What follows belongs to an exercise in optimizing a design on an open flow for small area, a short achievable clock period and few clock cycles per item; a production flow would make more cautious choices. In this exercise RTL edits were held to simulation tests only and were not proved equivalent to the original. No driver is modelled on the clock port, so clock power and skew are understated where the tree is cut down; a real chip needs a root buffer or a tree. Power figures rest on the tool's default switching activity, not on a simulated workload.

Setup of v55:
// RIM
module RIM(
    input clk,rst_n,in_valid,
    input [7:0] maze,
    output reg out_valid,
    output reg [2:0] out_row,out_col
);
localparam CUT = 7;
reg  [62:8] a;
wire [63:8] R = {1'b1, a};
wire [71:8] B;    
reg  [2:0] cnt;
reg        calc;
reg        m_prev;
assign B[71:64] = 8'd0;
genvar r, c;
generate
    for (r = 1; r <= 7; r = r + 1) begin : g_r
        for (c = 0; c <= 7; c = c + 1) begin : g_c
            if (r == 7 && c == 7) begin : g_t
                assign B[63] = 1'b1;
            end else if (r + c == CUT - 1) begin : g_u
                assign B[r*8+c] = R[r*8+c] & (((r == 7) ? 1'b0 : R[(r+1)*8+c]) | ((c == 7) ? 1'b0 : R[r*8+c+1]));
            end else if (c == 7) begin : g_e
                assign B[r*8+c] = R[r*8+c] & B[(r+1)*8+c];
            end else begin : g_i
                assign B[r*8+c] = R[r*8+c] & (B[(r+1)*8+c] | B[r*8+c+1]);
            end
        end
    end
endgenerate
wire busy = calc | out_valid;
wire shift = ~busy | m_prev;
integer i;
always @(posedge clk) begin
    for (i = 8; i < 56; i = i + 1)
        a[i] <= shift ? R[i+8] : B[i];
    for (i = 56; i < 63; i = i + 1)
        a[i] <= ~busy ? maze[i-56] : (~m_prev & B[i]);
end
wire at_end   = (out_row == 3'd7) && (out_col == 3'd7);
wire [7:0] below = m_prev ? R[23:16] : {R[15:9], B[8]};
wire down = below[out_col];
always @(posedge clk) begin
    m_prev <= out_valid & down;
end
always @(posedge clk or negedge rst_n) begin
    if (!rst_n) begin
        cnt <= 3'd0;
        calc <= 1'b0;
        out_valid <= 1'b0;
        out_row <= 3'd0;
        out_col <= 3'd0;
    end else begin
        cnt <= in_valid ? cnt + 3'd1 : 3'd0;
        calc <= in_valid && cnt == 3'd7;
  ...
Settings: LEC_CHECK=0, ABC_AREA=1, CAP_MARGIN=20, CORE_MARGIN=2, CORE_UTILIZATION=40, SLEW_MARGIN=20; clock period 8.0 ns.
standard.sh (not shown) runs the stock make flow with config.mk's settings and CLKGATE_MAP_FILE= SYNTH_SCRIPT=/design/flow/synth_recipe.tcl, a recipe that flattens the netlist after the stock synthesis.
==> flow/flow/run.sh <==
#!/bin/bash
# Standard ORFS layout (the standard.sh, standard synthesis unchanged),
# with the extra make settings listed in flow/args.txt (one per line), and
# the clock tree replaced by flow/oneclk.tcl (run as the PRE_CTS hook).
set -euo pipefail
mapfile -t ARGS < <(grep -v '^#' flow/args.txt | grep -v '^$')
bash standard.sh "${ARGS[@]}" PRE_CTS_TCL=$PWD/flow/oneclk.tcl finish > standard_flow.log 2>&1
==> flow/flow/args.txt <==
SETUP_SLACK_MARGIN=5.78
BUFFER_PORTS_ARGS=-buffer_cell sky130_fd_sc_hd__buf_1
==> flow/flow/oneclk.tcl <==
# PRE_CTS hook: replace the clock tree by a few clock buffers, each driving an
# equal share of the clock sinks (split by x position) from the centre of its
# share, so the clock reaches every register through exactly one buffer.
# TritonCTS is then skipped: clock_tree_synthesis becomes a no-op.
set clkbuf_cell sky130_fd_sc_hd__clkbuf_16
set sinks_per_buf 21
set db [ord::get_db]
set block [ord::get_db_block]
set m [$db findMaster $clkbuf_cell]
set clk [$block findNet clk]
set sinks {}
foreach it [$clk getITerms] {
  set bb [[$it getInst] getBBox]
  lappend sinks [list [expr {([$bb xMin]+[$bb xMax])/2}] [expr {([$bb yMin]+[$bb yMax])/2}] $it]
}
set sinks [lsort -integer -index 0 $sinks]
set ns [llength $sinks]
set nb [expr {($ns + $sinks_per_buf - 1) / $sinks_per_buf}]
puts "oneclk: $ns clock sinks, $nb buffers ($clkbuf_cell)"
for {set g 0} {$g < $nb} {incr g} {
  set lo [expr {$g*$ns/$nb}]
  set hi [expr {($g+1)*$ns/$nb - 1}]
  set nn [odb::dbNet_create $block clknet_root_$g]
  $nn setSigType CLOCK
  set inst [odb::dbInst_create $block $m clkbuf_root_$g]
  set xs 0; set ys 0; set n 0
  foreach s [lrange $sinks $lo $hi] {
    lassign $s x y it
    incr xs $x; incr ys $y; incr n
    $it disconnect
    $it connect $nn
  }
  $inst setLocation [expr {$xs/$n}] [expr {$ys/$n}]
  $inst setPlacementStatus PLACED
  foreach it [$inst getITerms] {
    set mt [[$it getMTerm] getName]
    if {$mt == "A"} {$it connect $clk}
    if {$mt == "X"} {$it connect $nn}
  }
}
detailed_placement
source [file join [file dirname [info script]] split.tcl]
rename clock_tree_synthesis {}
proc clock_tree_synthesis {args} { puts "clock_tree_synthesis skipped: clock buffers placed by oneclk.tcl" }
Other scripts of this flow, unchanged in this note and not shown: flow/flow/split.tcl
Testbench counts of v55, summed over its fixed seeds: cycles 11,040, mazes 480.
Modified inputs, v50 compared to v55
--- a/flow/flow/args.txt
+++ b/flow/flow/args.txt
@@ -1 +1 @@
-SETUP_SLACK_MARGIN=5.78
+SETUP_SLACK_MARGIN=5.7
--- outcome ---
- In summary, v50 completed successfully, with a layout that passed the timing, design-rule and antenna checks.
- Post-route clock period utilization: v50 vs v55 — no meaningful difference
- [compare] base=v55 new=v50: multi-input gate count level, total wire length after detailed routing level, post-route minimum period moved up.
What v54 does differently from v50 at the input level:
--- a/flow/flow/args.txt
+++ b/flow/flow/args.txt
@@ -1 +1 @@
-SETUP_SLACK_MARGIN=5.7
+SETUP_SLACK_MARGIN=5.78
--- a/flow/flow/oneclk.tcl
+++ b/flow/flow/oneclk.tcl
@@ -6 +6 @@
-set sinks_per_buf 21
+set sinks_per_buf 16
Notes after the runs:
Register-to-register slack came out higher on v54 than on v50. [compare] base=v50 new=v54: post-route standard cell area excluding fillers +1.2%, total detailed-routing wirelength +63 um.
In every run of this note, the design's own scripts or RTL, not TritonCTS, make the clock network.

RIM, a different RTL version from the one above (not shown whole).
Size: roughly 300 cells after synthesis, ~18 I/O pins, roughly 2400 um^2 of cells after synthesis.
clock: 8.0 ns
lec_check: 0
abc_area: 1
cap_margin: 20
core_margin: 2
core_utilization: 40
slew_margin: 20
==> flow/flow/args.txt <==
SETUP_SLACK_MARGIN=5.8
BUFFER_PORTS_ARGS=-buffer_cell sky130_fd_sc_hd__buf_1
==> flow/flow/oneclk.tcl <==
# PRE_CTS hook: replace the clock tree by a few clock buffers, each driving an
# equal share of the clock sinks (split by x position) from the centre of its
# share, so the clock reaches every register through exactly one buffer.
# TritonCTS is then skipped: clock_tree_synthesis becomes a no-op.
set clkbuf_cell sky130_fd_sc_hd__clkbuf_16
set sinks_per_buf 21
set db [ord::get_db]
set block [ord::get_db_block]
set m [$db findMaster $clkbuf_cell]
set clk [$block findNet clk]
set sinks {}
foreach it [$clk getITerms] {
  set bb [[$it getInst] getBBox]
  lappend sinks [list [expr {([$bb xMin]+[$bb xMax])/2}] [expr {([$bb yMin]+[$bb yMax])/2}] $it]
}
set sinks [lsort -integer -index 0 $sinks]
set ns [llength $sinks]
set nb [expr {($ns + $sinks_per_buf - 1) / $sinks_per_buf}]
puts "oneclk: $ns clock sinks, $nb buffers ($clkbuf_cell)"
for {set g 0} {$g < $nb} {incr g} {
  set lo [expr {$g*$ns/$nb}]
  set hi [expr {($g+1)*$ns/$nb - 1}]
  set nn [odb::dbNet_create $block clknet_root_$g]
  $nn setSigType CLOCK
  set inst [odb::dbInst_create $block $m clkbuf_root_$g]
  set xs 0; set ys 0; set n 0
  foreach s [lrange $sinks $lo $hi] {
    lassign $s x y it
    incr xs $x; incr ys $y; incr n
    $it disconnect
    $it connect $nn
  }
  $inst setLocation [expr {$xs/$n}] [expr {$ys/$n}]
  $inst setPlacementStatus PLACED
  foreach it [$inst getITerms] {
    set mt [[$it getMTerm] getName]
    if {$mt == "A"} {$it connect $clk}
    if {$mt == "X"} {$it connect $nn}
  }
}
detailed_placement
source [file join [file dirname [info script]] split.tcl]
rename clock_tree_synthesis {}
proc clock_tree_synthesis {args} { puts "clock_tree_synthesis skipped: clock buffers placed by oneclk.tcl" }
==> flow/flow/split.tcl <==
# Isolate each output port's register from its internal loads: the register
# then drives only the port's output buffer and one buffer that drives
# everything else, so the path to the port sees a light load.
set split_cell sky130_fd_sc_hd__buf_2
set block [ord::get_db_block]
foreach bterm [$block getBTerms] {
  if {[$bterm getIoType] != "OUTPUT"} continue
  set pnet [$bterm getNet]
  set obuf ""
  foreach it [$pnet getITerms] { if {[$it isOutputSignal]} { set obuf [$it getInst] } }
  if {$obuf == ""} continue
  set qnet ""
  foreach it [$obuf getITerms] { if {[$it isInputSignal]} { set qnet [$it getNet] } }
  if {$qnet == ""} continue
  set loads {}
  foreach it [$qnet getITerms] {
    if {[$it isInputSignal] && [[$it getInst] getName] != [$obuf getName]} {
      lappend loads [get_pins "[[$it getInst] getName]/[[$it getMTerm] getName]"]
    }
  }
  if {[llength $loads] > 0} {
    puts "split: [$bterm getName] net [$qnet getName]: [llength $loads] internal loads"
    insert_buffer -buffer_cell $split_cell -net [get_nets [$qnet getName]] -load_pins $loads
  }
}
detailed_placement
Scripts as last shown in full above: flow/flow/run.sh
Testbench counts at the start, summed over its fixed seeds: cycles 11,040, mazes 480.
Edit:
==> flow/flow/args.txt (replaced) <==
SETUP_SLACK_MARGIN=5.7
BUFFER_PORTS_ARGS=-buffer_cell sky130_fd_sc_hd__buf_1
--- a/flow/flow/split.tcl
+++ b/flow/flow/split.tcl
@@ -3,3 +3,3 @@
 # everything else, so the path to the port sees a light load.
-set split_cell sky130_fd_sc_hd__buf_2
+set split_cell sky130_fd_sc_hd__buf_1
 set block [ord::get_db_block]
Cell area is about the same. Maximum frequency is about the same. Worst hold slack hardly moves. Final cell count barely changes. Combinational power barely changes. Register-to-register slack degrades by 0.09 ns. Area after synthesis stays the same. Flip-flop and latch count does not change. Die area stays the same. Critical path depth is unchanged.
Edit:
==> flow/flow/args.txt (replaced) <==
SETUP_SLACK_MARGIN=5.75
BUFFER_PORTS_ARGS=-buffer_cell sky130_fd_sc_hd__buf_1
--- a/flow/flow/oneclk.tcl
+++ b/flow/flow/oneclk.tcl
@@ -41,3 +41,2 @@
 detailed_placement
-source [file join [file dirname [info script]] split.tcl]
 rename clock_tree_synthesis {}
removed: flow/flow/split.tcl
Effect: Routed wire length shrinks by 1.9%. Worst setup slack gets worse by 0.069 ns. Power increases by 1.4%. Sequential power is higher by about 1%. Combinational power rose by about 2%. Critical path depth does not change. Cell area came out higher by 1.5%. Hold slack barely changes. Die area does not change.
Edit:
==> flow/flow/args.txt (replaced) <==
SETUP_SLACK_MARGIN=5.5
BUFFER_PORTS_ARGS=-buffer_cell sky130_fd_sc_hd__buf_1
ABC_AREA = not set   (was 1)
ABC_CLOCK_PERIOD_IN_PS = 2500   (was not set)
Outcome: Total power is about the same. Routed wire length rises by 9.5%. Synthesized area rose by about 4.6%. Design area barely changes. Critical path depth stays the same. Final cell count drops by about 11%. Worst setup slack got worse by 0.077 ns. Synthesized cell count decreases by about 11%. Via count hardly moves.
Edit:
ABC_AREA = 1   (was not set)
ABC_CLOCK_PERIOD_IN_PS = not set   (was 2500)
After rerunning:
- synthesized area came out lower by a few percent
- routed wire length fell by roughly a tenth
- combinational power drops by a little under a tenth
- worst setup slack is worse by 0.016 ns
- synthesized cell count goes up by roughly a tenth
- clock power is about the same
- total power decreases by a few percent
- core utilization fell by 1.1 points
Edit:
--- a/flow/flow/oneclk.tcl
+++ b/flow/flow/oneclk.tcl
@@ -4,4 +4,4 @@
 # TritonCTS is then skipped: clock_tree_synthesis becomes a no-op.
-set clkbuf_cell sky130_fd_sc_hd__clkbuf_16
-set sinks_per_buf 21
+set clkbuf_cell sky130_fd_sc_hd__clkbuf_8
+set sinks_per_buf 16
 set db [ord::get_db]
ABC_AREA = not set   (was 1)
ABC_CLOCK_PERIOD_IN_PS = 2500   (was not set)
Effect:
- The new run passed the timing, design-rule and antenna checks
- power rises by 1.4%
- setup slack stays flat
- first-iteration DRC count falls by 24%
- sequential share of layout area falls by 1.7 points
- synthesized area rises by 4.6%
- global-route usage stays flat
- fmax is about the same
- die area rises by 4.3%
In every run of this note, the design's own scripts or RTL, not TritonCTS, make the clock network.

[static timing again, ports no longer ideal]
The results above use ideal ports. As a check the final layouts listed here were re-extracted and re-timed, cells and wires unchanged. Step 1 sets driving cells, clkbuf_16 on the clock port and buf_2 on the other inputs (assumed; they add their load-dependent delay and slew). Step 2 times the ports against the registers' clock, not the clock port: input delays grow and output delays shrink by t, the midpoint of the rising clock arrivals with the driver on. Three values: ideal, step 1, step 2; two values: the first two.
run	shift t [ns]	slack for setup (ns)	worst setup path at the end	clock arrival spread, ns
v55	0.203	5.721 / 5.663 / 5.865	register to output	0.013 / 0.013
v50	0.203	5.717 / 5.658 / 5.861	register to output	0.013 / 0.013
v54	0.204	5.737 / 5.668 / 5.872	register to output	0.009 / 0.008
the first run of note 2	0.207	5.727 / 5.667 / 5.874	register to output	0.007 / 0.007
the second run of note 2	0.206	5.725 / 5.665 / 5.871	register to output	0.006 / 0.006
the third run of note 2	0.206	5.656 / 5.596 / 5.802	register to output	0.007 / 0.006
the fourth run of note 2	0.203	5.579 / 5.522 / 5.725	register to output	0.007 / 0.006
the fifth run of note 2	0.207	5.563 / 5.503 / 5.691	register to register	0.007 / 0.007
the sixth run of note 2	0.202	5.564 / 5.513 / 5.714	register to output	0.013 / 0.013
After both steps every run listed still meets setup and hold.
